From an optimization exercise on the open Yosys and OpenROAD flow, aimed at small area; shortcuts taken in it are not production practice.
At most, simulation tests tie the RTL to the original design; equivalence was not proved.
Function not checked in runs 1, 5 and 6: the RTL went through the layout flow alone.
Power figures rest on the tool's default switching activity, not on a simulated workload.

### design/flow/flow/amap2.abc
strash
ifraig
scorr
dc2
dch -f
amap
### design/flow/flow/area.abc
strash
dch
amap
### design/flow/flow/synth_area.tcl
# synth_recipe.tcl with the final abc call replaced: each module listed in
# ABC_MODULE_SCRIPTS (module:script pairs) is mapped with its own script,
# then everything left with AREA_ABC_SCRIPT.
proc synth {args} { yosys synth -nofsm -noshare {*}$args }
proc abc_with_script {script argv sel} {
  set i [lsearch -exact $argv -script]
  if { $i >= 0 } { lset argv [expr { $i + 1 }] $script }
  yosys abc {*}$argv {*}$sel
}
proc abc {args} {
  if { [info exists ::env(ABC_MODULE_SCRIPTS)] } {
    foreach pair $::env(ABC_MODULE_SCRIPTS) {
      lassign [split $pair :] m s
      abc_with_script $s $args [list $m]
    }
  }
  abc_with_script $::env(AREA_ABC_SCRIPT) $args {}
}
source $::env(SCRIPTS_DIR)/synth.tcl
# left out here: clear keep_hierarchy, flatten, clean up, hide names made inside functions, write 1_2_yosys.v
### design/flow/standard.sh
#!/bin/bash
# synth_recipe.tcl (not shown) runs the flow's synth.tcl, then flattens the netlist and writes it again
# the make line also repeats each setting of config.mk as NAME=value (left out here)
make -C /OpenROAD-flow-scripts/flow DESIGN_CONFIG=/design/flow/config.mk WORK_HOME=/design/flow/orfs CLKGATE_MAP_FILE= SYNTH_SCRIPT=/design/flow/synth_recipe.tcl "${@:-finish}"
### design/flow/design.v
module ALU_ADD (
    input [15:0] a,
    input [15:0] b,
    input ci,
    output [15:0] s,
    output co,
    output eq
);
wire [17:0] t = {1'b0, a, 1'b1} + {1'b0, b, ci};
assign s = t[16:1];
assign co = t[17];
assign eq = &(a ^ b);
endmodule
module ALU_SHIFT (
    input [15:0] a,
    input [3:0] n,
    input right,
    output [15:0] y           
);
wire [15:0] arev;
genvar g;
generate for (g = 0; g < 16; g = g + 1) begin : rev
    assign arev[g] = a[15-g];
end endgenerate
wire [15:0] x = right ? arev : a;
assign y = x << n;
endmodule
module ALU_RESULT (
    input [15:0] a,
    input [15:0] b,
    input [15:0] sum,
    input [15:0] sh,
    input [15:0] ld,
    input gt,
    input s_sum, s_not, s_shl, s_shr, s_and, s_or, s_gt, s_ld,
    output [15:0] y
);
wire [15:0] shrev;
genvar g;
generate for (g = 0; g < 16; g = g + 1) begin : rev
    assign shrev[g] = sh[15-g];
end endgenerate
assign y = ({16{s_sum}} & sum)
         | ({16{s_not}} & ~a)
         | ({16{s_shl}} & sh)
         | ({16{s_shr}} & shrev)
         | ({16{s_and}} & (a & b))
         | ({16{s_or}} & (a | b))
         | ({16{s_ld}} & ld)
         | {15'd0, s_gt & gt};
endmodule
module REG_FILE_MODULE (
    input clk,
    input [7:0] wel,          
    input [7:0] weh,          
    input [15:0] wd,
    output [127:0] q          
);
reg [15:0] r0, r1, r2, r3, r4, r5, r6, r7;
always @(posedge clk) begin
    if (wel[0]) r0[7:0] <= wd[7:0];
    if (weh[0]) r0[15:8] <= wd[15:8];
    if (wel[1]) r1[7:0] <= wd[7:0];
    if (weh[1]) r1[15:8] <= wd[15:8];
    if (wel[2]) r2[7:0] <= wd[7:0];
    if (weh[2]) r2[15:8] <= wd[15:8];
    if (wel[3]) r3[7:0] <= wd[7:0];
    if (weh[3]) r3[15:8] <= wd[15:8];
    if (wel[4]) r4[7:0] <= wd[7:0];
    if (weh[4]) r4[15:8] <= wd[15:8];
    if (wel[5]) r5[7:0] <= wd[7:0];
    if (weh[5]) r5[15:8] <= wd[15:8];
    if (wel[6]) r6[7:0] <= wd[7:0];
    if (weh[6]) r6[15:8] <= wd[15:8];
    if (wel[7]) r7[7:0] <= wd[7:0];
    if (weh[7]) r7[15:8] <= wd[15:8];
end
assign q = {r7, r6, r5, r4, r3, r2, r1, r0};
endmodule
module RD_PORT (
    input [63:0] q,           
    input [7:0] sel,
    output [7:0] d
);
genvar g;
generate for (g = 0; g < 8; g = g + 1) begin : rbit
    wire n0, n1, n2;
    AOI222 x0 (.a1(sel[0]), .a2(q[0*8+g]), .b1(sel[1]), .b2(q[1*8+g]), .c1(sel[2]), .c2(q[2*8+g]), .y(n0));
    AOI222 x1 (.a1(sel[3]), .a2(q[3*8+g]), .b1(sel[4]), .b2(q[4*8+g]), .c1(sel[5]), .c2(q[5*8+g]), .y(n1));
    AOI22  x2 (.a1(sel[6]), .a2(q[6*8+g]), .b1(sel[7]), .b2(q[7*8+g]), .y(n2));
    NAND3  x3 (.a(n0), .b(n1), .c(n2), .y(d[g]));
end endgenerate
endmodule
module AOI222 (input a1, a2, b1, b2, c1, c2, output y);
assign y = ~((a1 & a2) | (b1 & b2) | (c1 & c2));
endmodule
module AOI22 (input a1, a2, b1, b2, output y);
assign y = ~((a1 & a2) | (b1 & b2));
endmodule
module NAND3 (input a, b, c, output y);
assign y = ~(a & b & c);
endmodule
module DEC3 (
    input [2:0] a,
    output [7:0] y
);
assign y = 8'd1 << a;
endmodule
module DEC3E (
    input [2:0] a,
    input en,
    output [7:0] y
);
assign y = {8{en}} & (8'd1 << a);
endmodule
module top_module (
    input clk,
    input rst,
    output [15:0] imem_addr,
    input  [15:0] imem_data,
    output dmem_we,
    output dmem_re,
    output [15:0] dmem_addr,
    output [15:0] dmem_wdata,
    input  [15:0] dmem_rdata
);
    wire [15:0] ins = imem_data;
    wire [3:0] op = ins[15:12];
    wire [2:0] rs = ins[11:9];
    wire [2:0] rt = ins[8:6];
    wire [2:0] rd = ins[5:3];
    wire [15:0] sx = {{10{ins[5]}}, ins[5:0]};
    reg [15:1] pc;
    assign imem_addr = {pc, 1'b0};
    wire is_lw  = (op == 4'b0000);
    wire is_sw  = (op == 4'b0001);
    wire is_sub = (op == 4'b0011);
    wire is_not = (op == 4'b0100);
    wire is_shl = (op == 4'b0101);
    wire is_shr = (op == 4'b0110);
    wire is_and = (op == 4'b0111);
    wire is_or  = (op == 4'b1000);
    wire is_gt  = (op == 4'b1001);
    wire is_beq = (op == 4'b1011);
    wire is_bne = (op == 4'b1100);
    wire is_j   = (op == 4'b1101);
    wire is_mem = is_lw | is_sw;
    wire is_add = (op == 4'b0010) | (op == 4'b1010) | (op == 4'b1110) | (op == 4'b1111);
    wire wen = ~(is_sw | is_beq | is_bne | is_j);
    wire [127:0] q;
    wire [15:0] a, b, wd;
    wire [2:0] wa = is_lw ? rt : rd;
    wire [7:0] wsell, wselh, ra1l, ra1h, ra2l, ra2h;
    DEC3E dwl (.a(wa), .en(wen), .y(wsell));
    DEC3E dwh (.a(wa), .en(wen), .y(wselh));
    DEC3 d1l (.a(rs), .y(ra1l));
    DEC3 d1h (.a(rs), .y(ra1h));
    DEC3 d2l (.a(rt), .y(ra2l));
    DEC3 d2h (.a(rt), .y(ra2h));
    REG_FILE_MODULE gpr (.clk(clk), .wel(wsell | {8{rst}}), .weh(wselh | {8{rst}}), .wd(wd), .q(q));
    wire [63:0] ql, qh;
    genvar g;
    generate for (g = 0; g < 8; g = g + 1) begin : split
        assign ql[g*8 +: 8] = q[g*16 +: 8];
        assign qh[g*8 +: 8] = q[g*16 + 8 +: 8];
    end endgenerate
    RD_PORT rp1l (.q(ql), .sel(ra1l), .d(a[7:0]));
    RD_PORT rp1h (.q(qh), .sel(ra1h), .d(a[15:8]));
    RD_PORT rp2l (.q(ql), .sel(ra2l), .d(b[7:0]));
    RD_PORT rp2h (.q(qh), .sel(ra2h), .d(b[15:8]));
    wire sub = ~(is_add | is_mem);
    wire [15:0] sum;
    wire co, eq;
    ALU_ADD add (.a(a), .b((is_mem ? sx : b) ^ {16{sub}}), .ci(sub), .s(sum), .co(co), .eq(eq));
    wire gt = co & ~eq;            
    wire [15:0] sh;
    ALU_SHIFT shf (.a(a), .n(b[3:0]), .right(is_shr), .y(sh));
    wire big = |b[15:4];
    wire nr = ~rst;
    ALU_RESULT resm (
        .a(a), .b(b), .sum(sum), .sh(sh), .ld(dmem_rdata), .gt(gt),
        .s_sum(nr & (is_add | is_sub)), .s_not(nr & is_not),
        .s_shl(nr & is_shl & ~big), .s_shr(nr & is_shr & ~big),
        .s_and(nr & is_and), .s_or(nr & is_or), .s_gt(nr & is_gt), .s_ld(nr & is_lw),
        .y(wd)
    );
    assign dmem_we = is_sw;
    assign dmem_re = is_lw;
    assign dmem_addr = sum;
    assign dmem_wdata = b;
    wire taken = (is_beq & eq) | (is_bne & ~eq);
    wire [16:0] pct = {1'b0, pc, 1'b1} + {1'b0, taken ? sx[14:0] : 15'd0, 1'b1};
    wire [15:1] pcn = pct[15:1];
    always @(posedge clk) begin
        if (rst) pc <= 15'd0;
        else if (is_j) pc <= {pcn[15:13], ins[11:0]};
        else pc <= pcn;
    end
endmodule
### design/flow/constraint.sdc
create_clock -name core_clock -period 6.5 [get_ports {clk}]
set_input_delay 1.3000 -clock core_clock [delete_from_list [all_inputs] [get_ports {clk}]]
set_output_delay 1.3000 -clock core_clock [all_outputs]
set_load 0.01 [all_outputs]
### design/flow/flow/nfa.abc
&get -n
&st
&dch
&nf -a -R 1000
&put
### design/flow/flow/run.sh
#!/bin/bash
# The standard layout (standard.sh) with two changes:
#  - synthesis (flow/synth_area.tcl): no full-adder extraction or Kogge-Stone
#    adders, and the final ABC mapping is for area: flow/area.abc, or the
#    script ABC_MODULE_SCRIPTS names for a module. Every step before ABC, and
#    so every register and its cell type, is the standard synthesis's;
#  - every port still gets a buffer, but a sky130_fd_sc_hd__buf_1.
# Output of the make run: flow_make.log (ORFS's own logs under orfs/logs).
set -euo pipefail
HERE=$(pwd)
sed "s#SYNTH_SCRIPT=[^ ]*#SYNTH_SCRIPT=$HERE/flow/synth_area.tcl ADDER_MAP_FILE= SYNTH_OPERATIONS_ARGS=-noshare#" standard.sh > standard_area.sh
export AREA_ABC_SCRIPT=$HERE/flow/area.abc
export ABC_MODULE_SCRIPTS="ALU_RESULT:$HERE/flow/nfa.abc RD_PORT:$HERE/flow/amap2.abc"
export BUFFER_PORTS_ARGS="-buffer_cell sky130_fd_sc_hd__buf_1"
bash standard_area.sh "$@" > flow_make.log 2>&1
### design/flow/config.mk
export PLATFORM = sky130hd
export DESIGN_NAME = top_module
export DESIGN_NICKNAME = top_module
export VERILOG_FILES = /design/flow/design.v
export SDC_FILE = /design/flow/constraint.sdc
export NUM_CORES = 4
export LEC_CHECK = 0
export CAP_MARGIN = 20
export CORE_MARGIN = 2
export CORE_UTILIZATION = 40
export CTS_BUF_LIST = sky130_fd_sc_hd__clkbuf_8
export GPL_TIMING_DRIVEN = 0
export PLACE_DENSITY = 0.6
export SLEW_MARGIN = 20
export SYNTH_HIERARCHICAL = 1
==> notes.md, run 1 <==
* Final Cycle Share at 97.25%
* Global Route Usage Sum at between 20% and 30%
* Full die area at ~22000 sq um
* WP data arrival at about 5 ns
* Pre-CTS setup slack at -2.143 ns
* CTS Hold Buffers Added at 0
* Period minus WS final at 6.321 ns
* Vias per Instance at 6.692
* DP Wirelength at 21510 um
* Setup Viol. Count Final at 0
* Pre-antenna DRT Iters at 8
* Lkg Pwr at 3.710 nW
* Layout cell share with drive strength beyond 1 at 21.72%
* Most instantiated cells after synthesis: edfxtp_1, nor2_1, a222oi_1
* Final core utilization at between 50% and 60%
* Placer Congestion at 0.9579
* Logic pwr share at 35.1%
* Num CTS Buffers at 17
* Syn nets at between 900 and 1000
* Async set-reset flop share out of synthesis at 0%
* Longest Clk Path Bufs at 2
* Final Cell Area at 10830 sq um
* Nets at approximately 1100
* DRC at 0
* Cell row count at 52
* Total count of hold-check failures in the final report at 0
* Sequential fraction of the synthesis area at 49.74%
* Slowest cell on crit path: a222oi_1
* GR Overflow Total at 0
* Critical Path End Type: output port
* Worst EP required at 5.20 ns
* Final Slew Violations at 0
* PnR worst setup slack at 0.1786 ns
* Hold Crit Class: flop to flop
* FMAX at 0.1582 GHz
* CP Launch Type: input port
* Mapped Area at 8332 sq um
* Die width at 148.3 um
* Io pins at 84
* # diodes at 0
* Initial Util at 40.91%
* CTS tree: built
* # H-tree levels at 4
* Vias in the first global route at a little over 8000
* Synth cell types at 37
* Clock sink total at 143
* Clock skew at 0.02830 ns
* Max-Cap Viols at 0
* Synth area leader: edfxtp_1
* Post-synth EDFFs at 128
* Clk slew on worst S/H paths at 0.10 ns
* Tightest Pin Transition at approximately 1.1 ns
* Core Region at between 20000 and 25000 sq um
* CTS root buf: clkbuf_8
* Clk latency of the worst-skew pair at 0.48 ns
* Starting DRT DRC Count at 1470
* Critical path's largest stage delay at 0.47 ns
* Top_reg_cell synth: edfxtp_1
* CP cell instances: clkbuf_4, clkinv_2, nor3_4, buf_4, a222oi_1, nand3_2, o21ai_2, o21ai_1, a31oi_4, o2111ai_2, inv_2, nor2_1, a311oi_2, o221a_1, o221ai_2, nand2_1, o21a_1, clkbuf_2
* Die span in y at 148.3 um
* Synth top area share at 46.13%
* Power per cell area at 274.6 nW/um^2
* Fraction of power consumed by sequential logic at just over 40%
* Sw frac at 39.27%
* Clk pwr share at 24.0%
* Ys Warns at 8
* WHS at approximately 0.62 ns
* Synthesized flop and latch total at roughly 140
* Switching pwr at 0.001168 W
* Largest net degree at the start of global routing at 39
* PortBufs at 82
* First-pass GRT wire length at 47220 um
* Cell-internal power at 0.001806 W
* Count leader, synth: edfxtp_1
* VDD IR-drop max at 0.0001347 V
* Setup CP Type: input port to output port
* Status: finished clean
* Syn Area/Cell at slightly below 10 sq um
* CP Max Fanout at 11
* Vias at 8954
* Fill count at 1812
* Post-route ant nets at 0
* Mapped Cells at 867
* Initial antenna violation count at 0
* Post-DP Area at 9129 sq um
* Area contributors post-synth: edfxtp_1, a222oi_1, a22oi_1, o21ai_0, nor2_1
* Detailed Route WL at 32190 um
* Normalized max-slew margin at between 20% and 30%
* Area delta synth->final at 29.96%
* WL per Instance at roughly 24 um
power by group through the flow:
stage / clock network, W / registers (W) / logic (W)
5_1_grt: 0.000757 / 0.00123 / 0.00111
3_5_place_dp: 0 / 0.00123 / 0.000855
4_1_cts: 0.000720 / 0.00121 / 0.000938
3_3_place_gp: 0 / 0.00123 / 0.000842
6_report: 0.000715 / 0.00121 / 0.00104
2_1_floorplan: 0 / 0.00121 / 0.000552
stage by stage:
stage,total power [W],instances,TNS (ns)
detailed placement,0.002085,1225,-142.44
floorplan,0.001767,867,0
CTS,0.002868,1307,0
finish,0.002973,1338,0
global placement,0.002068,1219,-181.96
global route,0.003096,1338,-0.1378
modules after synthesis, one instance, submodules excluded, excerpt:
| module | cell area, sq um | copies in the design | cells | flops+latches |
|---|---|---|---|---|
| DEC3 | 51.30 | 4 | 11 | 0 |
| ALU_ADD | 508.0 | 1 | 108 | 0 |
| AOI222 | 10.01 | 64 | 1 | 0 |
| NAND3 | 5.005 | 32 | 1 | 0 |
| AOI22 | 7.507 | 32 | 1 | 0 |
| ALU_SHIFT | 578.1 | 1 | 94 | 0 |
worst paths after layout:
kind                start            end  slack [ns]  cells past startpoint
max          imem_data[9]  dmem_addr[15]        0.18                     18
min                pc[15]         pc[15]        0.62                      3
max reg2reg    gpr.r0[12]         pc[15]        1.36                     23
min reg2reg        pc[15]         pc[15]        0.62                      3
worst max-delay path, delay by kind of cell:
family / cells / cell delay [ns]
buf+inv: 5 / 0.89
compound gates: 9 / 2.27
simple gates: 4 / 0.54
repair_timing:
action	CTS	global route
resized for setup	116	56
pin swaps	28	29
gates cloned	4	0
setup buffers	46	31
setup endpoints to repair	113	14
sequential cells by signal, indices dropped and copies added (netlist names):
signal  cells
gpr.r0     16
gpr.r1     16
gpr.r2     16
gpr.r3     16
gpr.r4     16
gpr.r5     16
gpr.r6     16
gpr.r7     16
pc         15
layer usage:
layer / wire length (um) / GRT usage (%) / share of wire [%] / vias to the layer above
met5: 0 / 0 / 0 / -
li1: - / - / - / 4000
met1: 12650 / 38.38 / 39 / 4281
met4: 1185 / 11.00 / 3.7 / 0
met3: 3481 / 5.337 / 11 / 91
met2: 14870 / 45.67 / 46 / 582
layout make-up:
cell class / count / area [sq um] / share of cell area (%)
Tap cell: 270 / 337.8 / 3.120
Inverter: 67 / 289.0 / 2.669
Buffer: 1 / 7.507 / 0.06933
Clock inverter: 15 / 143.9 / 1.329
Timing Repair Buffer: 165 / 980.9 / 9.059
Clock buffer: 17 / 234.0 / 2.161
Sequential cell: 143 / 4144 / 38.27
Multi-Input combinational cell: 660 / 4691 / 43.32
layout by cell type (no fill, tap or decap), types with 4 or more instances in the layout:
| master | n |
|---|---|
| a21oi_1 | 47 |
| a222oi_1 | 80 |
| a22oi_1 | 63 |
| a22oi_2 | 4 |
| buf_1 | 74 |
| buf_4 | 80 |
| buf_6 | 4 |
| clkbuf_8 | 17 |
| clkinv_1 | 50 |
| clkinv_2 | 10 |
| dfxtp_1 | 15 |
| edfxtp_1 | 128 |
| inv_4 | 5 |
| inv_6 | 5 |
| inv_8 | 4 |
| nand2_1 | 60 |
| nand3_1 | 35 |
| nand3_2 | 16 |
| nand3_4 | 4 |
| nand4_1 | 17 |
| nor2_1 | 88 |
| nor2b_1 | 6 |
| nor3_1 | 7 |
| nor3_2 | 6 |
| nor3_4 | 31 |
| nor4_1 | 4 |
| o21ai_0 | 59 |
| o21ai_1 | 6 |
| o21ai_2 | 7 |
| o22a_1 | 17 |
| o22ai_1 | 33 |
| o32ai_1 | 5 |
| or2_0 | 21 |
kinds of logic (layout without fill, tap and decap cells):
kind of cell	count (synthesis)	after routing	synth area share (%)
buffers and inverters	68	265	3.109
AO/OA/AOI/OAI	348	348	30.15
AND/OR/NAND/NOR	307	311	16.95
flip-flops	143	143	49.74
other	1	1	0.04501
==> run 2, diff against run 1 <==
--- a/design/flow/design.v
+++ b/design/flow/design.v
@@ -10,6 +10,13 @@
 assign s = t[16:1];
 assign co = t[17];
 assign eq = &(a ^ b);
+endmodule
+module ADDR_ADD (
+    input [15:0] a,
+    input [5:0] imm,
+    output [15:0] s
+);
+assign s = a + {{10{imm[5]}}, imm};
 endmodule
 module ALU_SHIFT (
     input [15:0] a,
@@ -168,10 +175,12 @@
     RD_PORT rp1h (.q(qh), .sel(ra1h), .d(a[15:8]));
     RD_PORT rp2l (.q(ql), .sel(ra2l), .d(b[7:0]));
     RD_PORT rp2h (.q(qh), .sel(ra2h), .d(b[15:8]));
-    wire sub = ~(is_add | is_mem);
+    wire sub = ~is_add;
     wire [15:0] sum;
     wire co, eq;
-    ALU_ADD add (.a(a), .b((is_mem ? sx : b) ^ {16{sub}}), .ci(sub), .s(sum), .co(co), .eq(eq));
+    ALU_ADD add (.a(a), .b(b ^ {16{sub}}), .ci(sub), .s(sum), .co(co), .eq(eq));
+    wire [15:0] maddr;
+    ADDR_ADD aadd (.a(a), .imm(ins[5:0]), .s(maddr));
     wire gt = co & ~eq;            
     wire [15:0] sh;
     ALU_SHIFT shf (.a(a), .n(b[3:0]), .right(is_shr), .y(sh));
@@ -186,7 +195,7 @@
     );
     assign dmem_we = is_sw;
     assign dmem_re = is_lw;
-    assign dmem_addr = sum;
+    assign dmem_addr = maddr;
     assign dmem_wdata = b;
     wire taken = (is_beq & eq) | (is_bne & ~eq);
     wire [16:0] pct = {1'b0, pc, 1'b1} + {1'b0, taken ? sx[14:0] : 15'd0, 1'b1};
==> design/flow/flow/run.sh (replaced) <==
#!/bin/bash
# The standard layout (standard.sh) with these changes:
#  - synthesis (flow/synth_area.tcl): no full-adder extraction or Kogge-Stone
#    adders, and the final ABC mapping is for area: flow/area.abc, or the
#    script ABC_MODULE_SCRIPTS names for a module. Every step before ABC, and
#    so every register and its cell type, is the standard synthesis's;
#  - every port still gets a buffer, but a sky130_fd_sc_hd__buf_1.
#  - clock tree synthesis without dummy loads (CTS_ARGS below).
# Output of the make run: flow_make.log (ORFS's own logs under orfs/logs).
set -euo pipefail
HERE=$(pwd)
sed "s#SYNTH_SCRIPT=[^ ]*#SYNTH_SCRIPT=$HERE/flow/synth_area.tcl ADDER_MAP_FILE= SYNTH_OPERATIONS_ARGS=-noshare#" standard.sh > standard_area.sh
export AREA_ABC_SCRIPT=$HERE/flow/area.abc
export ABC_MODULE_SCRIPTS="ALU_RESULT:$HERE/flow/nfa.abc RD_PORT:$HERE/flow/amap2.abc"
export BUFFER_PORTS_ARGS="-buffer_cell sky130_fd_sc_hd__buf_1"
export CTS_ARGS="-sink_clustering_enable -repair_clock_nets -dont_use_dummy_load -buf_list sky130_fd_sc_hd__clkbuf_8"
export SETUP_MOVE_SEQUENCE="unbuffer,sizeup,swap"
bash standard_area.sh "$@" > flow_make.log 2>&1
--- a/design/flow/config.mk
+++ b/design/flow/config.mk
@@ -8,7 +8,6 @@
 export CAP_MARGIN = 20
 export CORE_MARGIN = 2
 export CORE_UTILIZATION = 40
-export CTS_BUF_LIST = sky130_fd_sc_hd__clkbuf_8
 export GPL_TIMING_DRIVEN = 0
 export PLACE_DENSITY = 0.6
 export SLEW_MARGIN = 20
==> notes.md, run 2 <==
* Status: finished clean
* Vias at 8572
* Setup CP Type: input port to output port
* Longest Clk Path Bufs at 2
* WP data arrival at 5.02 ns
* CTS root buf: clkbuf_8
* Top_reg_cell synth: edfxtp_1
* GR Overflow Total at 0
* Power per cell area at 252.8 nW/um^2
* Num CTS Buffers at 17
* WL per Instance at 21.53 um
* First-pass GRT wire length at 42210 um
* Vias in the first global route at between 7000 and 8000
* Area delta synth->final at 17.78%
* Mapped Area at 8697 sq um
* Area contributors post-synth: edfxtp_1, a222oi_1, o21ai_0, a22oi_1, nor2_1
* FMAX at 0.1583 GHz
* Ys Warns at 8
* Synthesized flop and latch total at around 140
* Initial Util at 41.11%
* Die width at roughly 150 um
* Count leader, synth: edfxtp_1
* RSZ-0062 raised after global routing: true
* DP Wirelength at 20900 um
* Syn nets at 985
* Detailed Route WL at 28620 um
* Syn Area/Cell at 9.145 sq um
* Metal3 WL at 2480 um
* Critical Path End Type: output port
* CP Max Fanout at 11
* CP startpoint: imem_data[10]
* Period minus WS final at 6.318 ns
* Synth area leader: edfxtp_1
* PortBufs at 82
* Pre-antenna DRT Iters at 9
* Clock skew at between 0.03 and 0.04 ns
* Tightest Pin Transition at around 1.1 ns
* Seq. cell area at 4144 sq um
* Multi-input gate area at 4838 sq um
* Total count of hold-check failures in the final report at 0
* Post-route ant nets at 0
* Final Cycle Share at 97.21%
* CTS Hold Buffers Added at 0
* Clock sink total at 143
* Worst EP required at 5.20 ns
* Initial antenna violation count at 0
* Hold Path Origin: pc[13]
* Io pins at 84
* Setup Viol. Count Final at 0
* Starting DRT DRC Count at 1056
* Global Route Usage Sum at 24.45%
* Post-CTS setup buffer count at 0
* Post-route insts no fill at 1329
* Hold Crit Class: flop to flop
* Commonest non-fill, non-tap cell in the layout: edfxtp_1
* DRC at 0
* # placed instances at 1312
* Largest net degree at the start of global routing at 38
* Placer Congestion at 0.8743
* Normalized max-slew margin at 23.66%
* Routed wl met2 at 13090 um
* Full die area at between 20000 and 25000 sq um
* Nets at 1090
* Synth cell types at 39
* Vias per Instance at 6.450
* # H-tree levels at 4
* # diodes at 0
* CTS tree: built
* TNS Setup at 0 ns
* Core Region at 21150 sq um
* Sequential fraction of the synthesis area at between 40% and 50%
* Mapped Cells at 951
* Lkg Pwr at ~3.3 nW
* Most frequent cells in the layout: edfxtp_1, nor2_1, o21ai_0
* WHS at 0.5680 ns
* Top routing layer in use: met4
* CP Launch Type: input port
* Synth top area share at about 44%
* Cell row count at 53
* Max-Cap Viols at 0
* VDD IR-drop max at 0.0001050 V
* Crit Reg-Reg Startpoint: gpr.r0[3]
* Most instantiated cells after synthesis: edfxtp_1, nor2_1, o21ai_0
* Final Slew Violations at 0
* Layout cell share with drive strength beyond 1 at 10.06%
* Die span in y at 151.5 um
* Clk slew on worst S/H paths at 0.08 ns
* Clk latency of the worst-skew pair at approximately 0.45 ns
* Async set-reset flop share out of synthesis at 0%
* Fill count at around 2000
* Wl on met1 at 12470 um
* Post-synth EDFFs at around 130
==> run 2: cell types whose count changed in the layout (fill, tap and decap cells not counted), sizes merged, moves of 6 or more <==
cell,delta
o21a,+6
clkinv,+9
o21ai,+24
a22oi,-6
buf,-76
nand2,+21
a21oi,+12
nor2,+20
inv,-17
o22ai,-9
==> run 2: cell type report <==
| type | count | share of cell area (%) |
|---|---|---|
| Inverter | 73 | 2.809 |
| Buffer | 1 | 0.07329 |
| Sequential cell | 143 | 40.45 |
| Multi-Input combinational cell | 734 | 47.23 |
| Clock buffer | 17 | 2.284 |
| Timing Repair Buffer | 86 | 3.786 |
| Tap cell | 275 | 3.359 |
==> run 2: critical path: stages <==
cell      delay, ns
buf_6          0.21
nor3_2         0.15
a222oi_1       0.63
nand3_2        0.37
nand2_1        0.22
o21ai_1        0.14
o21ai_2        0.23
a31oi_2        0.15
clkinv_1       0.08
a31oi_2        0.12
or4_1          0.42
o2111a_1       0.18
o311ai_2       0.27
nand2_1        0.10
o21ai_0        0.11
nand2_1        0.07
o21ai_0        0.08
buf_1          0.18
==> run 2: per-module statistics from Yosys (local to each module, per instance), excerpt <==
module,cell area (sq um),cells inside,flops+latches,times used
DEC3E,62.56,16,0,2
AOI22,7.507,1,0,32
ADDR_ADD,439.2,91,0,1
REG_FILE_MODULE,3844,128,128,1
DEC3,51.30,11,0,4
AOI222,10.01,1,0,64
ALU_ADD,508.0,108,0,1
top_module,1350,229,15,1
ALU_RESULT,606.8,97,0,1
ALU_SHIFT,578.1,94,0,1
NAND3,5.005,1,0,32
==> run 2: final timing paths <==
kind,cells after the start,slack (ns),end
max reg2reg,24,1.25,pc[15]
min reg2reg,2,0.57,pc[14]
min,2,0.57,pc[14]
max,18,0.18,dmem_addr[15]
==> run 2: routing by layer <==
layer,GRT usage (%),vias to the layer above
li1,-,4103
met1,34.50,4024
met2,38.98,412
met3,3.713,33
met4,7.477,0
met5,0,-
==> run 2: report_power, final <==
group	total (W)	switching, W	internal, W
registers	0.00119	0.0000511	0.00114
logic	0.000880	0.000613	0.000266
clock network	0.000521	0.000291	0.000230
total	0.00259	0.000955	0.00163
==> run 2: cell families after synthesis <==
family / count (synthesis) / share of synthesized area, %
DFF: 143 / 47.65
buffers and inverters: 74 / 3.237
and+or+nand+nor: 356 / 18.59
other: 1 / 0.04312
AOI/OAI and AO/OA: 377 / 30.49
==> run 2: repair_timing <==
action                     CTS  global route
resized for setup           96            41
pin swaps                    4            16
setup endpoints to repair  103            43
==> run 2: per-stage QoR <==
stage                     utilization (%)  setup WS, ns  instance area (sq um)  power, W
after floorplan                         -        0.2241                   8697  0.001751
after global placement              44.19        -2.198                   9349  0.002005
after detailed placement            44.47        -2.155                   9407  0.002017
after CTS                           47.50     -0.002477                  10050  0.002561
after global routing                48.42      -0.04233                  10240  0.002731
final                               48.42        0.1815                  10240  0.002589
==> run 3, diff against run 2 <==
--- a/design/flow/flow/run.sh
+++ b/design/flow/flow/run.sh
@@ -6,6 +6,7 @@
 #    so every register and its cell type, is the standard synthesis's;
 #  - every port still gets a buffer, but a sky130_fd_sc_hd__buf_1.
 #  - clock tree synthesis without dummy loads (CTS_ARGS below).
+#  - timing repair by resizing and pin swaps only (SETUP_MOVE_SEQUENCE).
 # Output of the make run: flow_make.log (ORFS's own logs under orfs/logs).
 set -euo pipefail
 HERE=$(pwd)
--- a/design/flow/config.mk
+++ b/design/flow/config.mk
@@ -9,6 +9,6 @@
 export CORE_MARGIN = 2
 export CORE_UTILIZATION = 40
 export GPL_TIMING_DRIVEN = 0
-export PLACE_DENSITY = 0.6
+export PLACE_DENSITY = 0.72
 export SLEW_MARGIN = 20
 export SYNTH_HIERARCHICAL = 1
==> notes.md, run 3 <==
* Total count of hold-check failures in the final report at 0
* CTS root buf: clkbuf_8
* R2R cell count at 16
* Count leader, synth: edfxtp_1
* Lkg Pwr at 3.338 nW
* First-pass GRT wire length at 42390 um
* Sequential fraction of the synthesis area at 47.65%
* Initial Util at between 40% and 50%
* Post-route insts no fill at 1330
* Mapped Cells at 951
* Setup CP Type: input port to flop
* Vias at roughly 8800
* # H-tree levels at 4
* CP Max Fanout at 22
* Global Route Usage Sum at 24.54%
* Die width at 151.5 um
* Slowest cell on crit path: a222oi_1
* Placer Congestion at 0.9281
* FMAX at 0.1608 GHz
* Syn Area/Cell at roughly 9.1 sq um
* CP Launch Type: input port
* Synth area leader: edfxtp_1
* Ys Warns at 8
* Pre-antenna DRT Iters at 9
* Die span in y at 151.5 um
* Setup Viol. Count Final at 0
* Io pins at 84
* Initial antenna violation count at 0
* CTS tree: built
* Post-CTS setup buffer count at 0
* R2R setup slack at roughly 1.2 ns
* # placed instances at 1313
* GR Overflow Total at 0
* Largest net degree at the start of global routing at 38
* DRC at 0
* Crit Reg-Reg Startpoint: gpr.r0[0]
* Longest Clk Path Bufs at 2
* Syn nets at 985
* CTS Hold Buffers Added at 0
* Mapped Area at 8697 sq um
* Final Cycle Share at 95.67%
* Nets at 1091
* Cell row count at 53
* Synth top area share at 44.20%
* Full die area at 22940 sq um
* WP data arrival at 6.25 ns
* Status: finished clean
* Synth cell types at 39
* CP startpoint: imem_data[7]
* Hold Crit Class: flop to flop
* Area contributors post-synth: edfxtp_1, a222oi_1, o21ai_0, a22oi_1, nor2_1
* VDD IR-drop max at approximately 0.00011 V
* Post-route ant nets at 0
* Critical path's largest stage delay at roughly 0.60 ns
* Post-synth EDFFs at 128
* Num CTS Buffers at 17
* Tightest Pin Transition at 1.057 ns
* Normalized max-slew margin at 28.79%
* Final Cell Area at 10300 sq um
* PortBufs at 82
* Max-Cap Viols at 0
* Starting DRT DRC Count at 1330
* Most instantiated cells after synthesis: edfxtp_1, nor2_1, o21ai_0
* Layout cell share with drive strength beyond 1 at 11.47%
* CP cell instances: buf_8, clkinv_2, nor3_4, a222oi_1, nand3_4, nor2_1, a21oi_1, o21ai_0, clkinv_1, a31oi_2, o2111ai_1, clkinv_1, nor2_1, a311oi_1, o221a_1, o221ai_1, o21a_1, a222oi_1, nand4_1
* RR Endpoint: gpr.r6[15]
* Commonest non-fill, non-tap cell in the layout: edfxtp_1
* Async set-reset flop share out of synthesis at 0%
* Critical Path End Type: flop
* Vias in the first global route at 7688
* Final Slew Violations at 0
* Vias per Instance at approximately 6.6
* Fill count at 1893
* Post-DP Area at 9408 sq um
* Core Region at 21150 sq um
* Clock sink total at 143
* Worst EP required at 6.53 ns
* Power per cell area at roughly 250 nW/um^2
* Area delta synth->final at 18.40%
* Synthesized flop and latch total at 143
* Worst Setup EP: gpr.r6[15]
* Overall power at approximately 0.0026 W
* # diodes at 0
* Clk latency of the worst-skew pair at 0.46 ns
* DP Wirelength at between 20000 and 25000 um
* Clock skew at about 0.034 ns
* Most frequent cells in the layout: edfxtp_1, nor2_1, o21ai_0
* Top_reg_cell synth: edfxtp_1
* Detailed Route WL at 28640 um
* Clk slew on worst S/H paths at about 0.08 ns
* Period minus WS final at 6.219 ns
* WL per Instance at 21.53 um
run 3: cell types whose count changed in the layout (fill, tap and decap cells not counted), moves of 4 or more:
cell / change
buf_6: -4
clkinv_1: -5
inv_4: +4
nand3_1: -6
nand3_2: +6
nor2_1: -5
nor2_2: +5
o21ai_1: +4
run 3: repair_timing:
| action | 4_1_cts | 5_1_grt |
|---|---|---|
| pin swaps | 0 | 42 |
| setup endpoints to repair | 95 | 52 |
| gates resized for setup | 100 | 66 |
run 3: Yosys stat by module (local to each module, per instance), excerpt:
module / flip-flops and latches / times used / cells / cell area (sq um)
ADDR_ADD: 0 / 1 / 91 / 439.2
DEC3: 0 / 4 / 11 / 51.30
ALU_ADD: 0 / 1 / 108 / 508.0
AOI22: 0 / 32 / 1 / 7.507
top_module: 15 / 1 / 229 / 1350
REG_FILE_MODULE: 128 / 1 / 128 / 3844
ALU_SHIFT: 0 / 1 / 94 / 578.1
AOI222: 0 / 64 / 1 / 10.01
ALU_RESULT: 0 / 1 / 97 / 606.8
NAND3: 0 / 32 / 1 / 5.005
DEC3E: 0 / 2 / 16 / 62.56
run 3: worst max-delay path: cells and delay by family:
family	cells	cell delay, ns
simple gates	5	1.15
buf+inv	4	0.62
compound gates	10	3.16
run 3: metrics by stage:
step	setup slack [ns]	utilization [%]	hold WS, ns	TNS [ns]
global route	-0.04187	48.68	0.6267	-0.1974
finish	0.2815	48.68	0.5849	0
detailed placement	-1.894	44.47	0.5694	-99.56
CTS	-0.06142	47.53	0.5747	-0.06142
global placement	-1.866	44.19	0.5383	-89.41
floorplan	0.2241	-	0.5584	0
run 3: area by class of cell:
| type | count | area (sq um) | share of cell area (%) |
|---|---|---|---|
| Multi-Input combinational cell | 734 | 4863 | 47.23 |
| Timing Repair Buffer | 87 | 402.9 | 3.913 |
| Inverter | 73 | 301.5 | 2.928 |
| Sequential cell | 143 | 4144 | 40.24 |
| Buffer | 1 | 7.507 | 0.07290 |
| Clock buffer | 17 | 234.0 | 2.272 |
| Tap cell | 275 | 344.1 | 3.341 |
run 3: metal layers:
metal  wire (um)  global-route usage (%)
met1       11090                   32.33
met2       13020                   38.91
met3        3585                   6.287
met5           0                       0
met4         947                   9.579
run 3: logic make-up after synthesis:
family | Yosys count | share of synthesized area (%)
flip-flops | 143 | 47.65
buffers and inverters | 74 | 3.237
other | 1 | 0.04312
AO/OA/AOI/OAI | 377 | 30.49
AND/OR/NAND/NOR | 356 | 18.59
run 3: worst min-delay path by stage:
stage | startpoint | slack (ns) | end | depth (start not counted)
2_1_floorplan | pc[13] | 0.56 | pc[14] | 2
3_3_place_gp | pc[13] | 0.54 | pc[14] | 2
3_5_place_dp | pc[13] | 0.57 | pc[14] | 2
4_1_cts | pc[13] | 0.57 | pc[14] | 2
5_1_grt | pc[13] | 0.63 | pc[14] | 2
6_report | pc[13] | 0.58 | pc[14] | 2
run 3: where the power goes:
| part | switching, W | internal [W] | total [W] | leakage, nW |
|---|---|---|---|---|
| clock | 0.000281 | 0.000230 | 0.000510 | 0.122 |
| combinational | 0.000616 | 0.000269 | 0.000885 | 1.74 |
| sequential | 0.0000530 | 0.00114 | 0.00119 | 1.47 |
| total | 0.000949 | 0.00164 | 0.00259 | 3.34 |
==> run 4, diff against run 3 <==
--- a/design/flow/config.mk
+++ b/design/flow/config.mk
@@ -9,6 +9,6 @@
 export CORE_MARGIN = 2
 export CORE_UTILIZATION = 40
 export GPL_TIMING_DRIVEN = 0
-export PLACE_DENSITY = 0.72
+export PLACE_DENSITY = 0.6
 export SLEW_MARGIN = 20
 export SYNTH_HIERARCHICAL = 1
==> notes.md, run 4 <==
* R2R cell count at 24
* Global Route Usage Sum at 24.45%
* DRC at 0
* Initial Util at 41.11%
* Hold Crit Class: flop to flop
* Fraction of power consumed by sequential logic at approximately 46%
* CTS root buf: clkbuf_8
* CP cell instances: buf_6, nor3_2, a222oi_1, nand3_2, nand2_1, o21ai_1, o21ai_2, a31oi_2, clkinv_1, a31oi_2, or4_1, o2111a_1, o311ai_2, nand2_1, o21ai_0, nand2_1, o21ai_0, buf_1
* Status: finished clean
* Layout cell share with drive strength beyond 1 at between 10% and 20%
* Fill count at 2034
* Detailed Route WL at 28620 um
* Logic pwr share at 34.0%
* Area contributors post-synth: edfxtp_1, a222oi_1, o21ai_0, a22oi_1, nor2_1
* CP startpoint: imem_data[10]
* Clk slew on worst S/H paths at 0.08 ns
* First-pass GRT wire length at 42210 um
* RSZ-0062 raised after global routing: true
* Vias per Instance at 6.450
* Final core utilization at around half
* Synth top area share at 44.20%
* Period minus WS final at between 6 and 7 ns
* # H-tree levels at 4
* Switching pwr at 0.0009554 W
* PortBufs at 82
* CTS tree: built
* Crit Reg-Reg Startpoint: gpr.r0[3]
* Slowest cell on crit path: a222oi_1
* Syn nets at 985
* Synth area leader: edfxtp_1
* Lkg Pwr at approximately 3.3 nW
* Final Slew Violations at 0
* Num CTS Buffers at 17
* Commonest non-fill, non-tap cell in the layout: edfxtp_1
* Setup Viol. Count Final at 0
* Crit path max-delay family: compound AO/OA/AOI/OAI gates
* Sw frac at 36.90%
* Most instantiated cells after synthesis: edfxtp_1, nor2_1, o21ai_0
* Post-route ant nets at 0
* Die width at 151.5 um
* Clk latency of the worst-skew pair at around 0.45 ns
* Pre-CTS setup slack at -2.155 ns
* Placer Congestion at 0.8743
* Cell mode on critical path: nand2_1
* Vias at 8572
* Most frequent cells in the layout: edfxtp_1, nor2_1, o21ai_0
* Post-synth EDFFs at roughly 130
* Full die area at approximately 23000 sq um
* Multi-input gate area at a little under 5000 sq um
* Max-Cap Viols at 0
* Starting DRT DRC Count at 1056
* Overall power at between 0.002 and 0.003 W
* RR Endpoint: pc[15]
* Async set-reset flop share out of synthesis at 0%
* TNS Setup at 0 ns
* Core Region at 21150 sq um
* Critical Path End Type: output port
* Post-route insts no fill at 1329
* Mapped Cells at 951
* Die span in y at between 150 and 200 um
* Seq. cell area at 4144 sq um
* Syn Area/Cell at 9.145 sq um
* Vias in the first global route at 7455
* Pre-antenna DRT Iters at 9
* Clk pwr share at 20.1%
* Ys Warns at 8
* # placed instances at 1312
* Area delta synth->final at 17.78%
* Clock sink total at 143
* Top_reg_cell synth: edfxtp_1
* WP data arrival at 5.02 ns
* Final Cycle Share at 97.21%
* DP Wirelength at 20900 um
* Normalized max-slew margin at 23.66%
* Hold Path End: pc[14]
* CP Max Fanout at 11
* Cell row count at 53
* Total count of hold-check failures in the final report at 0
* Largest net degree at the start of global routing at 38
* Setup CP Type: input port to output port
* GR Overflow Total at 0
* Longest Clk Path Bufs at 2
* # diodes at 0
* PnR worst setup slack at 0.1815 ns
* Io pins at 84
* Count leader, synth: edfxtp_1
* Hold path depth at 2
* VDD IR-drop max at between 0.0001 and 0.00015 V
* FMAX at around 0.16 GHz
* Synthesized flop and latch total at around 140
* Hold Path Origin: pc[13]
* Post-CTS setup buffer count at 0
* R2R setup slack at 1.25 ns
* Nets at roughly 1100
* Mapped Area at 8697 sq um
* Clock skew at approximately 0.032 ns
* Tightest Pin Transition at 1.141 ns
* Sequential fraction of the synthesis area at 47.65%
* CP Launch Type: input port
* Worst EP required at 5.20 ns
* Synth cell types at 39
* Critical path's largest stage delay at 0.63 ns
* Initial antenna violation count at 0
* Buf/Inv on CP at 3
* Power per cell area at roughly 250 nW/um^2
* Cell-internal power at 0.001634 W
* WL per Instance at 21.53 um
==> run 4: cell count changes in the layout (fill, tap and decap cells not counted), sizes merged <==
cell      previous run  this run
clkinv              64        72
clkinvlp             3         1
inv                  6         0
buf                 88        87
==> run 4: repair_timing <==
| action | 4_1_cts | 5_1_grt |
|---|---|---|
| pin swaps | 4 | 16 |
| resized for setup | 96 | 41 |
| setup endpoints to repair | 103 | 43 |
| hold buffers | 0 | 0 |
==> run 4: layout make-up <==
cell class / count / share of cell area (%)
sequential: 143 / 40.45
multi-input combinational: 734 / 47.23
tap: 275 / 3.359
timing repair buffer: 86 / 3.786
clock buffer: 17 / 2.284
inverter: 73 / 2.809
buffer: 1 / 0.07329
==> run 4: logic make-up (layout without fill, tap and decap cells) <==
group | Yosys count | count (layout) | synth area share [%]
AOI/OAI and AO/OA | 377 | 377 | 30.49
other | 1 | 1 | 0.04312
buffers and inverters | 74 | 177 | 3.237
DFF | 143 | 143 | 47.65
and+or+nand+nor | 356 | 356 | 18.59
==> run 4: per-module statistics from Yosys (local to each module, per instance), excerpt <==
module / flip-flops and latches / times used / cells inside
DEC3E: 0 / 2 / 16
top_module: 15 / 1 / 229
ALU_ADD: 0 / 1 / 108
AOI222: 0 / 64 / 1
ALU_SHIFT: 0 / 1 / 94
AOI22: 0 / 32 / 1
REG_FILE_MODULE: 128 / 1 / 128
ADDR_ADD: 0 / 1 / 91
DEC3: 0 / 4 / 11
ALU_RESULT: 0 / 1 / 97
NAND3: 0 / 32 / 1
==> run 4: worst max-delay path by stage <==
stage / to / slack, ns / cells past startpoint
global route: pc[15] / -0.04 / 27
floorplan: pc[15] / 0.22 / 23
finish: dmem_addr[15] / 0.18 / 18
CTS: dmem_addr[15] / -0.002 / 17
detailed placement: pc[15] / -2.16 / 24
global placement: pc[15] / -2.20 / 25
==> run 4: worst reg2reg max path, delay by kind of cell (launching register included) <==
family | cells | cell delay (ns)
simple gates | 14 | 2.72
compound gates | 7 | 1.62
flops | 1 | 0.39
buf+inv | 3 | 0.38
==> run 4: layer usage <==
layer	wire length (um)	global-route usage (%)	share of wire, %	up-vias
li1	-	-	-	4103
met1	12470	34.50	44	4024
met2	13090	38.98	46	412
met3	2480	3.713	8.7	33
met4	572	7.477	2.0	0
met5	0	0	0	-
==> run 4: per-stage QoR <==
| stage | area [sq um] | hold WS (ns) |
|---|---|---|
| 2_1_floorplan | 8697 | 0.5584 |
| 3_3_place_gp | 9349 | 0.5589 |
| 3_5_place_dp | 9407 | 0.5664 |
| 4_1_cts | 10050 | 0.5725 |
| 5_1_grt | 10240 | 0.6099 |
| 6_report | 10240 | 0.5680 |
==> run 4: power groups by stage <==
stage / sequential, W / clock [W] / combinational (W)
2_1_floorplan: 0.00119 / 0 / 0.000559
6_report: 0.00119 / 0.000521 / 0.000880
3_3_place_gp: 0.00120 / 0 / 0.000804
4_1_cts: 0.00119 / 0.000532 / 0.000843
3_5_place_dp: 0.00120 / 0 / 0.000812
5_1_grt: 0.00120 / 0.000566 / 0.000966
==> run 5, diff against run 4 <==
--- a/design/flow/design.v
+++ b/design/flow/design.v
@@ -109,9 +109,16 @@
 endmodule
 module DEC3 (
     input [2:0] a,
+    input [2:0] an,           
     output [7:0] y
 );
-assign y = 8'd1 << a;
+genvar k;
+generate for (k = 0; k < 8; k = k + 1) begin : d
+    AND3 g (.a(k & 1 ? a[0] : an[0]), .b(k & 2 ? a[1] : an[1]), .c(k & 4 ? a[2] : an[2]), .y(y[k]));
+end endgenerate
+endmodule
+module AND3 (input a, b, c, output y);
+assign y = a & b & c;
 endmodule
 module DEC3E (
     input [2:0] a,
@@ -160,10 +167,10 @@
     wire [7:0] wsell, wselh, ra1l, ra1h, ra2l, ra2h;
     DEC3E dwl (.a(wa), .en(wen), .y(wsell));
     DEC3E dwh (.a(wa), .en(wen), .y(wselh));
-    DEC3 d1l (.a(rs), .y(ra1l));
-    DEC3 d1h (.a(rs), .y(ra1h));
-    DEC3 d2l (.a(rt), .y(ra2l));
-    DEC3 d2h (.a(rt), .y(ra2h));
+    DEC3 d1l (.a(rs), .an(~rs), .y(ra1l));
+    DEC3 d1h (.a(rs), .an(~rs), .y(ra1h));
+    DEC3 d2l (.a(rt), .an(~rt), .y(ra2l));
+    DEC3 d2h (.a(rt), .an(~rt), .y(ra2h));
     REG_FILE_MODULE gpr (.clk(clk), .wel(wsell | {8{rst}}), .weh(wselh | {8{rst}}), .wd(wd), .q(q));
     wire [63:0] ql, qh;
     genvar g;
==> notes.md, run 5 <==
* Normalized max-slew margin at roughly a quarter
* CTS root buf: clkbuf_8
* FMAX at 0.1625 GHz
* Lkg Pwr at 3.348 nW
* CP Launch Type: input port
* CTS tree: built
* Logic pwr share at 33.8%
* Final Cycle Share at 94.65%
* Sequential fraction of the synthesis area at 47.58%
* Synth Area in Compound Gates at 30.48%
* Area share of and/or/nand/nor cells after synthesis at 18.88%
* Layout cell share with drive strength beyond 1 at 9.856%
* Num CTS Buffers at 17
* Initial antenna violation count at 0
* Xor/xnor cell area share of the yosys netlist at 0%
* Clock sink total at approximately 140
* Hold Crit Class: flop to flop
* Nets at 1081
* Critical Path End Type: output port
* Post-CTS setup buffer count at 0
* Synth cell types at 40
* Mux share of post-synthesis cell area at 0%
* R2R cell count at 26
* Area delta synth->final at 14.95%
* Async set-reset flop share out of synthesis at 0%
* Overall power at 0.002574 W
* Syn nets at 977
* PnR worst setup slack at roughly 0.35 ns
* # diodes at 0
* Clk slew on worst S/H paths at ~0.08 ns
* WP data arrival at 4.85 ns
* Cell-internal power at between 0.0015 and 0.002 W
* First-pass GRT wire length at 41970 um
* Clk latency of the worst-skew pair at 0.45 ns
* Io pins at 84
* Clock skew at 0.03541 ns
* Vias at 8415
* # H-tree levels at 4
* Commonest non-fill, non-tap cell in the layout: edfxtp_1
* Syn Area/Cell at 9.236 sq um
* Fraction of power consumed by sequential logic at 46.2%
* Mapped Cells at 943
* Full die area at 22970 sq um
* Top_reg_cell synth: edfxtp_1
* CTS Hold Buffers Added at 0
* Vias in the first global route at 7390
* Count leader, synth: edfxtp_1
* Sw frac at 36.40%
* Switching pwr at 0.0009368 W
* Setup Viol. Count Final at 0
* Die width at 151.6 um
* CP Max Fanout at 10
* Setup CP Type: input port to output port
* Starting DRT DRC Count at 1219
* Final core utilization at 47.18%
* Mapped Area at 8710 sq um
* Crit Reg-Reg Startpoint: gpr.r0[11]
* Placer Congestion at 0.9630
* R2R setup slack at 1.41 ns
* Status: finished clean
* Area contributors post-synth: edfxtp_1, a222oi_1, o21ai_0, a22oi_1, nor2_1
* VDD IR-drop max at approximately 0.00013 V
* Hold Path Origin: pc[13]
* Cell row count at 53
* Largest net degree at the start of global routing at 38
* Hold path depth at 2
* Most frequent cells in the layout: edfxtp_1, nor2_1, a222oi_1
* Post-synth EDFFs at 128
* Ys Warns at 8
* PortBufs at 82
* RR Endpoint: pc[15]
* Global Route Usage Sum at 24.32%
* Worst EP required at 5.20 ns
* Die span in y at 151.6 um
* Post-route ant nets at 0
* DRC at 0
* Synthesized flop and latch total at 143
* Initial Util at 41.04%
* Period minus WS final at 6.152 ns
* Power per cell area at 257.1 nW/um^2
* Final Slew Violations at 0
* GR Overflow Total at 0
* Vias per Instance at 6.375
* Total count of hold-check failures in the final report at 0
* Tightest Pin Transition at about 1.1 ns
* Main combinational cell family by area after synthesis: compound AO/OA/AOI/OAI gates
* Longest Clk Path Bufs at 2
* Hold Path End: pc[14]
* DP Wirelength at roughly 21000 um
* TNS Setup at 0 ns
* Post-route insts no fill at 1320
* WL per Instance at 21.31 um
* Detailed Route WL at 28130 um
* Synth area leader: edfxtp_1
* Pre-CTS setup slack at -2.208 ns
* Synth Area in Adders at 0%
* # placed instances at 1303
* Most instantiated cells after synthesis: edfxtp_1, nor2_1, o21ai_0
* Synth top area share at between 40 and 50%
* Clk pwr share at 20.1%
* Core Region at 21220 sq um
* Pre-antenna DRT Iters at 6
* Max-Cap Viols at 0
==> run 5: cell count changes after synthesis <==
cell      previous run  this run
clkinv_1            73        68
nand2_1             83        80
nor3_1              45        12
o21ai_0             96        93
nor2_1             114       115
o22ai_1             28        31
and3_1               0        32
==> run 5: how the worst max path moves through the flow <==
| stage | from | endpoint | slack (ns) | depth (start not counted) |
|---|---|---|---|---|
| 6_report | imem_data[9] | dmem_addr[15] | 0.35 | 19 |
| 5_1_grt | imem_data[8] | pc[15] | -0.03 | 28 |
| 4_1_cts | imem_data[8] | pc[15] | -0.08 | 29 |
| 3_5_place_dp | imem_data[8] | pc[15] | -2.21 | 26 |
| 3_3_place_gp | imem_data[8] | pc[15] | -2.19 | 26 |
| 2_1_floorplan | imem_data[6] | pc[15] | 0.17 | 24 |
==> run 5: area by class of cell <==
type	instances	area (sq um)
timing repair buffer	85	370.4
sequential	143	4144
inverter	68	270.3
fill	2023	11210
clock buffer	17	234.0
multi-input combinational	731	4642
buffer	1	7.507
tap	275	344.1
==> run 5: per-stage QoR <==
step	hold slack (ns)	area (sq um)
final	0.5655	10010
after global routing	0.6146	10010
after CTS	0.5676	9789
after detailed placement	0.5571	9409
after global placement	0.5410	9361
after floorplan	0.5584	8710
==> run 5: repair_timing <==
item | CTS | global route
gates resized for setup | 46 | 83
setup endpoints to repair | 102 | 60
pin swaps | 8 | 42
==> run 5: power by group through the flow <==
stage / sequential [W] / combinational (W) / clock [W]
floorplan: 0.00119 / 0.000559 / 0
global placement: 0.00120 / 0.000799 / 0
detailed placement: 0.00120 / 0.000803 / 0
CTS: 0.00118 / 0.000823 / 0.000532
global route: 0.00120 / 0.000965 / 0.000566
finish: 0.00119 / 0.000870 / 0.000516
==> run 5: logic make-up (layout without fill, tap and decap cells) <==
group           count (synthesis)  count (layout)
other cells                     1               1
compound gates                377             377
buf+inv                        69             171
flops                         143             143
simple gates                  353             353
==> run 5: modules after synthesis, one instance, submodules excluded, excerpt <==
module | flops+latches | copies in the design
REG_FILE_MODULE | 128 | 1
top_module | 15 | 1
ALU_RESULT | 0 | 1
ALU_SHIFT | 0 | 1
ALU_ADD | 0 | 1
ADDR_ADD | 0 | 1
DEC3E | 0 | 2
AOI222 | 0 | 64
AOI22 | 0 | 32
AND3 | 0 | 32
NAND3 | 0 | 32
==> run 5: metal layers <==
| layer | up-vias | track usage (%) | wire length, um |
|---|---|---|---|
| met4 | 0 | 7.963 | 780 |
| met1 | 3866 | 34.58 | 12200 |
| met5 | - | 0 | 0 |
| li1 | 4066 | - | - |
| met2 | 439 | 37.81 | 12410 |
| met3 | 44 | 4.192 | 2734 |
==> run 5: critical path, cell delays in order <==
cell and delay (ns):
buf_6 0.15, inv_4 0.07, and3_4 0.22, a222oi_1 0.46
nand3_2 0.35, nand2_1 0.18, o21ai_0 0.12, o21ai_0 0.34
a31oi_4 0.08, clkinv_1 0.06, a31oi_1 0.13, or4_1 0.44
o2111a_2 0.18, o311ai_4 0.29, nand2_1 0.12, o21ai_2 0.08
nand2_1 0.06, o21ai_0 0.07, buf_2 0.15
==> run 6, diff against run 5 <==
--- a/design/flow/design.v
+++ b/design/flow/design.v
@@ -122,10 +122,18 @@
 endmodule
 module DEC3E (
     input [2:0] a,
+    input [2:0] an,           
     input en,
+    input rst,
     output [7:0] y
 );
-assign y = {8{en}} & (8'd1 << a);
+genvar k;
+generate for (k = 0; k < 8; k = k + 1) begin : d
+    A41O g (.a1(k & 1 ? a[0] : an[0]), .a2(k & 2 ? a[1] : an[1]), .a3(k & 4 ? a[2] : an[2]), .a4(en), .b1(rst), .y(y[k]));
+end endgenerate
+endmodule
+module A41O (input a1, a2, a3, a4, b1, output y);
+assign y = (a1 & a2 & a3 & a4) | b1;
 endmodule
 module top_module (
     input clk,
@@ -165,13 +173,13 @@
     wire [15:0] a, b, wd;
     wire [2:0] wa = is_lw ? rt : rd;
     wire [7:0] wsell, wselh, ra1l, ra1h, ra2l, ra2h;
-    DEC3E dwl (.a(wa), .en(wen), .y(wsell));
-    DEC3E dwh (.a(wa), .en(wen), .y(wselh));
+    DEC3E dwl (.a(wa), .an(~wa), .en(wen), .rst(rst), .y(wsell));
+    DEC3E dwh (.a(wa), .an(~wa), .en(wen), .rst(rst), .y(wselh));
     DEC3 d1l (.a(rs), .an(~rs), .y(ra1l));
     DEC3 d1h (.a(rs), .an(~rs), .y(ra1h));
     DEC3 d2l (.a(rt), .an(~rt), .y(ra2l));
     DEC3 d2h (.a(rt), .an(~rt), .y(ra2h));
-    REG_FILE_MODULE gpr (.clk(clk), .wel(wsell | {8{rst}}), .weh(wselh | {8{rst}}), .wd(wd), .q(q));
+    REG_FILE_MODULE gpr (.clk(clk), .wel(wsell), .weh(wselh), .wd(wd), .q(q));
     wire [63:0] ql, qh;
     genvar g;
     generate for (g = 0; g < 8; g = g + 1) begin : split
==> notes.md, run 6 <==
* Status: finished clean
* Final Cycle Share at a little over nine tenths
* DP Wirelength at 21110 um
* Syn nets at roughly 940
* Logic pwr share at 34.0%
* PortBufs at 82
* WP data arrival at 4.92 ns
* Layout cell share with drive strength beyond 1 at between 10% and 20%
* Largest net degree at the start of global routing at 35
* Detailed Route WL at 28240 um
* Total count of hold-check failures in the final report at 0
* Vias per Instance at 6.529
* Core Region at 21150 sq um
* Setup Viol. Count Final at 0
* Sw frac at 36.58%
* Commonest non-fill, non-tap cell in the layout: edfxtp_1
* Synth area leader: edfxtp_1
* Area contributors post-synth: edfxtp_1, a222oi_1, o21ai_0, a22oi_1, nor2_1
* Clock skew at approximately 0.05 ns
* Synthesized flop and latch total at 143
* Die span in y at 151.1 um
* Setup CP Type: input port to output port
* Clk slew on worst S/H paths at 0.10 ns
* Fill count at 2024
* First-pass GRT wire length at 41810 um
* Cell row count at 53
* Longest Clk Path Bufs at 2
* Count leader, synth: edfxtp_1
* Cell-internal power at between 0.0015 and 0.002 W
* WL per Instance at 22.08 um
* Clock sink total at 143
* DRC at 0
* Clk pwr share at 20.0%
* Worst EP required at 5.20 ns
* Post-route ant nets at 0
* Lkg Pwr at 3.363 nW
* RSZ-0062 raised after global routing: true
* Initial Util at 40.90%
* Global Route Usage Sum at 24.44%
* Power per cell area at 258.9 nW/um^2
* GR Overflow Total at 0
* WHS at 0.5701 ns
* Mapped Cells at 901
* Fraction of power consumed by sequential logic at 46.1%
* Placer Congestion at 0.9374
* Mapped Area at 8652 sq um
* # diodes at 0
* FMAX at 0.1608 GHz
* Pre-CTS setup slack at -2.385 ns
* Tightest Pin Transition at 1.135 ns
* Io pins at 84
* Vias in the first global route at 7541
* CP Launch Type: input port
* Pre-antenna DRT Iters at 9
* Area delta synth->final at 15.29%
* Sequential fraction of the synthesis area at about 48%
* Normalized max-slew margin at 24.35%
* Final Slew Violations at 0
* # H-tree levels at 4
* Die width at 151.1 um
* Clk latency of the worst-skew pair at roughly 0.47 ns
* VDD IR-drop max at around 0.00011 V
* Starting DRT DRC Count at a little over 1000
* Synth cell types at 40
* Critical Path End Type: output port
* Most instantiated cells after synthesis: edfxtp_1, o21ai_0, nor2_1
* Async set-reset flop share out of synthesis at 0%
* CTS Hold Buffers Added at 0
* Nets at around 1000
* Hold Crit Class: flop to flop
* CP Max Fanout at 9
* Post-synth EDFFs at 128
* Period minus WS final at 6.218 ns
* Most frequent cells in the layout: edfxtp_1, nor2_1, a222oi_1
* Ys Warns at 8
* Syn Area/Cell at 9.603 sq um
* CTS root buf: clkbuf_8
* Top_reg_cell synth: edfxtp_1
* PnR worst setup slack at 0.2823 ns
* Max-Cap Viols at 0
* Switching pwr at between 0.0009 and 0.001 W
* CTS tree: built
* Full die area at 22820 sq um
* Initial antenna violation count at 0
* Synth top area share at 44.43%
* Num CTS Buffers at 17
* Vias at 8350
==> run 6: changes by cell type after synthesis, sizes merged, moves of 2 or more <==
cell	delta
a22oi	-11
a41o	+16
nand2	-10
nand2b	-2
nor2	-29
o221a	+10
or2	-16
==> run 6: worst max-delay path, cell delays in order <==
cell and delay, ns:
clkbuf_4 0.17, inv_4 0.08, and3_4 0.21, a222oi_1 0.54
nand3_2 0.37, nand2_2 0.19, o21ai_2 0.09, o21ai_2 0.23
a31oi_4 0.14, clkinv_1 0.07, a31oi_2 0.14, or4_1 0.42
o2111a_2 0.17, o311ai_2 0.29, nand2_1 0.11, o21ai_1 0.11
nand2_1 0.06, o21ai_0 0.06, buf_2 0.16
==> run 6: stage by stage <==
stage / std cells / TNS, ns / util, % / cell area (sq um) / power, W
floorplan: 901 / 0 / - / 8655 / 0.001753
global route: 1279 / -0.03377 / 47.15 / 9975 / 0.002726
global placement: 1258 / -142.43 / 43.99 / 9306 / 0.002011
CTS: 1279 / 0 / 46.18 / 9768 / 0.002556
detailed placement: 1262 / -145.97 / 44.25 / 9361 / 0.002020
finish: 1279 / 0 / 47.15 / 9975 / 0.002582
==> run 6: final timing paths <==
path / depth (start not counted) / start / to / slack [ns]
worst max register to register: 18 / gpr.r0[0] / gpr.r5[15] / 1.33
worst min register to register: 2 / pc[13] / pc[14] / 0.57
worst min-delay path: 2 / pc[13] / pc[14] / 0.57
worst max-delay path: 19 / imem_data[11] / dmem_addr[15] / 0.28
==> run 6: layout make-up <==
cell class | instances | area [sq um] | share of cell area (%)
inverter | 67 | 266.5 | 2.672
tap | 275 | 344.1 | 3.450
multi-input combinational | 690 | 4608 | 46.20
sequential | 143 | 4144 | 41.55
buffer | 1 | 7.507 | 0.07526
clock buffer | 17 | 234.0 | 2.346
timing repair buffer | 86 | 370.4 | 3.713
==> run 6: repair_timing <==
action / in CTS / in global routing
resized for setup: 53 / 73
buffers inserted: 0 / 0
pin swaps: 11 / 35
setup endpoints to repair: 111 / 44
endpoints found under the hold margin: 0 / 0
==> run 6: Yosys stat by module, one instance, submodules excluded, excerpt <==
module	copies in the design	flops+latches	cell area [sq um]	cells inside
ADDR_ADD	1	0	439.2	91
A41O	16	0	10.01	1
REG_FILE_MODULE	1	128	3844	128
ALU_RESULT	1	0	606.8	97
ALU_SHIFT	1	0	578.1	94
NAND3	32	0	5.005	1
AOI222	64	0	10.01	1
top_module	1	15	1275	207
ALU_ADD	1	0	508.0	108
AND3	32	0	6.256	1
AOI22	32	0	7.507	1
==> run 6: kinds of logic (layout without fill, tap and decap cells) <==
group	after synthesis	in the layout	share of synthesized area, %
AO/OA/AOI/OAI	395	395	33.19
flip-flops	143	143	47.90
other	1	1	0.04334
buffers and inverters	68	171	2.994
AND/OR/NAND/NOR	294	294	15.88
==> run 6: power by group through the flow <==
stage / sequential [W] / clock (W) / combinational, W
floorplan: 0.00119 / 0 / 0.000559
finish: 0.00119 / 0.000515 / 0.000877
detailed placement: 0.00120 / 0 / 0.000815
CTS: 0.00119 / 0.000530 / 0.000839
global route: 0.00120 / 0.000565 / 0.000962
global placement: 0.00120 / 0 / 0.000809
==> run 6: per-layer routing <==
| layer | up-vias | global-route usage, % | part of all wire, % |
|---|---|---|---|
| met5 | - | 0 | 0 |
| met4 | 0 | 10.47 | 3.7 |
| met3 | 59 | 4.578 | 8.6 |
| met2 | 381 | 38.18 | 44 |
| met1 | 3901 | 33.33 | 43 |
| li1 | 4009 | - | - |

==> static timing again, ports no longer ideal <==
No port has a modelled driver above. Below, the same layouts with a new extraction and two added sets of constraints. Step 1 (the two cells are an assumption about what drives the block):
set clk [get_ports {clk}]
set_driving_cell -lib_cell sky130_fd_sc_hd__clkbuf_16 $clk
set_driving_cell -lib_cell sky130_fd_sc_hd__buf_2 [delete_from_list [all_inputs] $clk]
Step 2, shift: input delay + t, output delay - t, t = (earliest + latest rising clock arrival at the registers) / 2. This alone moves slack from input paths to output paths. Three values: no drivers, after step 1, after step 2; two values: the first two.
run | shift t [ns] | slack for setup (ns) | worst hold slack (ns) | slew at the worst register clock pin (ns) | cell pins on the clock port's net
run 1 | 0.508 | 0.179 / 0.147 / -0.065 | 0.617 / 0.617 / 0.617 | 0.11 / 0.11 | 1
run 2 | 0.469 | 0.182 / 0.144 / -0.091 | 0.568 / 0.568 / 0.568 | 0.09 / 0.09 | 1
run 3 | 0.484 | 0.281 / 0.244 / -0.200 | 0.585 / 0.585 / 0.585 | 0.08 / 0.08 | 1
run 4 | 0.469 | 0.182 / 0.144 / -0.091 | 0.568 / 0.568 / 0.568 | 0.09 / 0.09 | 1
run 5 | 0.475 | 0.348 / 0.311 / -0.059 | 0.565 / 0.565 / 0.565 | 0.09 / 0.09 | 1
run 6 | 0.488 | 0.282 / 0.228 / -0.118 | 0.570 / 0.570 / 0.570 | 0.10 / 0.10 | 1
Met with ideal ports but missed after step 2: setup timing in every run listed. The setup slack of run 3, which loses most, moves by -0.037 ns with the drivers and by -0.481 ns with both steps.
